Source: an optimization exercise on an open RTL-to-GDS flow (aim: small area). Production flows keep margins and buffers that such runs may drop. Where RTL was checked, it was by simulation tests only, not by an equivalence proof against the original. Power and IR drop assume default switching activity.

Design router_top, start of the top module:
module router_top(input clock,resetn,read_enb_0,read_enb_1,read_enb_2,pkt_valid,input [7:0]data_in, output [7:0]data_out_0,data_out_1,data_out_2, output vld_out_0,vld_out_1,vld_out_2,err,busy);
For scale: roughly 1300 cells after synthesis, about 450 flip-flops, about 43 I/O pins, roughly 17000 sq um of cells after synthesis.
export LEC_CHECK = 0
export ABC_AREA = 1
export CAP_MARGIN = 20
export CORE_MARGIN = 2
export CORE_UTILIZATION = 70
export SLEW_MARGIN = 20
create_clock -name core_clock -period 5.0 [get_ports {clock}]
standard.sh (not shown) runs the stock make flow with config.mk's settings and CLKGATE_MAP_FILE= SYNTH_SCRIPT=/design/flow/synth_recipe.tcl, a recipe that flattens the netlist after the stock synthesis.
==> flow/flow/run.sh <==
#!/bin/bash
set -euo pipefail
export BUFFER_PORTS_ARGS="-buffer_cell sky130_fd_sc_hd__buf_1"
export CTS_ARGS="-sink_clustering_enable -repair_clock_nets -sink_clustering_size 30 -sink_clustering_max_diameter 80 -dont_use_dummy_load -root_buf sky130_fd_sc_hd__clkbuf_8 -tree_buf sky130_fd_sc_hd__clkbuf_8"
bash standard.sh > run_standard.log 2>&1
==> next run, changes <==
- CORE_UTILIZATION: 70 -> 60
Outcome:
- worst setup slack gets worse by 91 ps
- flip-flop and latch count stays the same
- power went up by about 0.5%
- count of clock-buffer cells in the layout went up by 1
- critical path depth does not change
- wire length went up by 0.54%
- die area went up by 16%
- cell count went up by 3.4%
- synthesized area does not change
- non-clock buffer count went up by 1
- design area went up by about 0.54%
No functional check of the RTL was part of any run of this note.

* * *

router_top, a different RTL version from the one above (not shown whole).
Size in the first run: ~1300 cells after synthesis, roughly 450 flip-flops, about 43 I/O pins.
==> flow/config.mk <==
export PLATFORM = sky130hd
export DESIGN_NAME = router_top
export DESIGN_NICKNAME = router_top
export VERILOG_FILES = /design/flow/design.v
export SDC_FILE = /design/flow/constraint.sdc
export NUM_CORES = 4
export LEC_CHECK = 0
export ABC_AREA = 1
export CAP_MARGIN = 20
export CORE_MARGIN = 2
export CORE_UTILIZATION = 65
export SLEW_MARGIN = 20
==> flow/constraint.sdc <==
create_clock -name core_clock -period 5.0 [get_ports {clock}]
set_input_delay 1.0000 -clock core_clock [delete_from_list [all_inputs] [get_ports {clock}]]
set_output_delay 1.0000 -clock core_clock [all_outputs]
set_load 0.01 [all_outputs]
Scripts as last shown in full above: flow/flow/run.sh
==> next run, changes <==
CORE_UTILIZATION = 60   (was 65)
PLACE_DENSITY = 0.85   (was not set)
After rerunning: The changed run finished with timing, DRC and antenna clean. Clock-buffer cell count is unchanged. First-iteration DRC count climbs by 32%. Wire length barely changes.
==> next run, changes <==
CAP_MARGIN = 0   (was 20)
CORE_UTILIZATION = 65   (was 60)
PLACE_DENSITY = not set   (was 0.85)
SLEW_MARGIN = 0   (was 20)
Utilization came out higher by 4.7 points.
Power barely changes.
Register-to-register slack is about the same.
Sequential power is about the same.
Wire length is about the same.
Clock skew came out lower by 4.5 ps.
Count of clock-buffer cells in the layout stays the same.
==> next run, changes <==
CAP_MARGIN = 20   (was 0)
CORE_UTILIZATION = 60   (was 65)
SLEW_MARGIN = 20   (was 0)
- setup slack gains 22 ps
- register-to-register slack gains 60 ps
- die area rose by 8.1%

* * *

== main ==
Another version of the RTL of router_top (not shown whole).
Size in the first run: about 43 I/O pins, about 18000 µm² of cells after synthesis.
// router_top
module router_top(input clock,resetn,read_enb_0,read_enb_1,read_enb_2,pkt_valid,input [7:0]data_in, output [7:0]data_out_0,data_out_1,data_out_2, output vld_out_0,vld_out_1,vld_out_2,err,busy);
Settings: LEC_CHECK=0, CAP_MARGIN=20, CORE_MARGIN=2, CORE_UTILIZATION=60, CTS_CLUSTER_DIAMETER=80, CTS_CLUSTER_SIZE=30, SLEW_MARGIN=20; clock period 5.0 ns.
==> flow/flow/run.sh <==
#!/bin/bash
set -euo pipefail
export BUFFER_PORTS_ARGS="-buffer_cell sky130_fd_sc_hd__buf_1"
export CTS_ARGS="-sink_clustering_enable -repair_clock_nets -sink_clustering_size 30 -sink_clustering_max_diameter 80 -dont_use_dummy_load"
bash standard.sh > run_standard.log 2>&1
Modified inputs, the feature branch compared to main
==> flow/run.sh (new file) <==
#!/bin/bash
# synth_recipe.tcl (not shown) runs the flow's synth.tcl, then flattens the netlist and writes it again
# the make line also repeats each setting of config.mk as NAME=value (left out here)
make -C /OpenROAD-flow-scripts/flow DESIGN_CONFIG=/design/flow/config.mk WORK_HOME=/design/flow/orfs CLKGATE_MAP_FILE= SYNTH_SCRIPT=/design/flow/synth_recipe.tcl finish
removed: flow/flow/run.sh
removed: flow/standard.sh
## What came out
From main to the feature branch the numbers moved as follows: final critical-path share of the clock period went up by 5.4 points; global routing usage on met3 ~0 delta.
Changes observed in the feature branch relative to main: via count went up; path length in cells of the critical path went up; wire length of the first global-routing pass went up; routed wire length went up; synthesis-to-layout area growth went up.
Layout net count across the feature branch and main: no real change.
[compare] base=main new=the feature branch: power shows an increase of 0.32 mW; simple logic cell fraction of the synthesized area now sits at about the same level; final design area excluding fillers went up 380 µm².

separate check: timing with driven ports:
The results above use ideal ports. As a check the final layouts listed here were re-extracted and re-timed, cells and wires unchanged.
Step 1: set_driving_cell puts a clkbuf_16 on clock and a buf_2 on each other input, an assumption about the parent block.
Step 2 times the ports against the registers' clock, not the clock port: input delays grow and output delays shrink by t, the midpoint of the rising clock arrivals with the driver on.
Slacks: no drivers / after step 1 / after step 2; pairs: no drivers / after step 1.
run | t (ns) | slack for setup (ns) | slew at the worst register clock pin (ns)
the first run of note 1 | 0.639 | 1.152 / 1.103 / 1.545 | 0.12 / 0.12
the second run of note 1 | 0.643 | 1.061 / 1.014 / 1.627 | 0.11 / 0.11
the first run of note 2 | 0.640 | 1.106 / 1.059 / 1.699 | 0.11 / 0.11
the second run of note 2 | 0.640 | 1.138 / 1.096 / 1.736 | 0.12 / 0.12
the third run of note 2 | 0.640 | 1.106 / 1.059 / 1.699 | 0.11 / 0.11
the fourth run of note 2 | 0.625 | 1.128 / 1.081 / 1.707 | 0.12 / 0.12
main | 0.557 | 0.867 / 0.818 / 1.375 | 0.11 / 0.11
the feature branch | 0.576 | 0.596 / 0.548 / 1.124 | 0.11 / 0.11
After both steps every run listed still meets setup and hold.
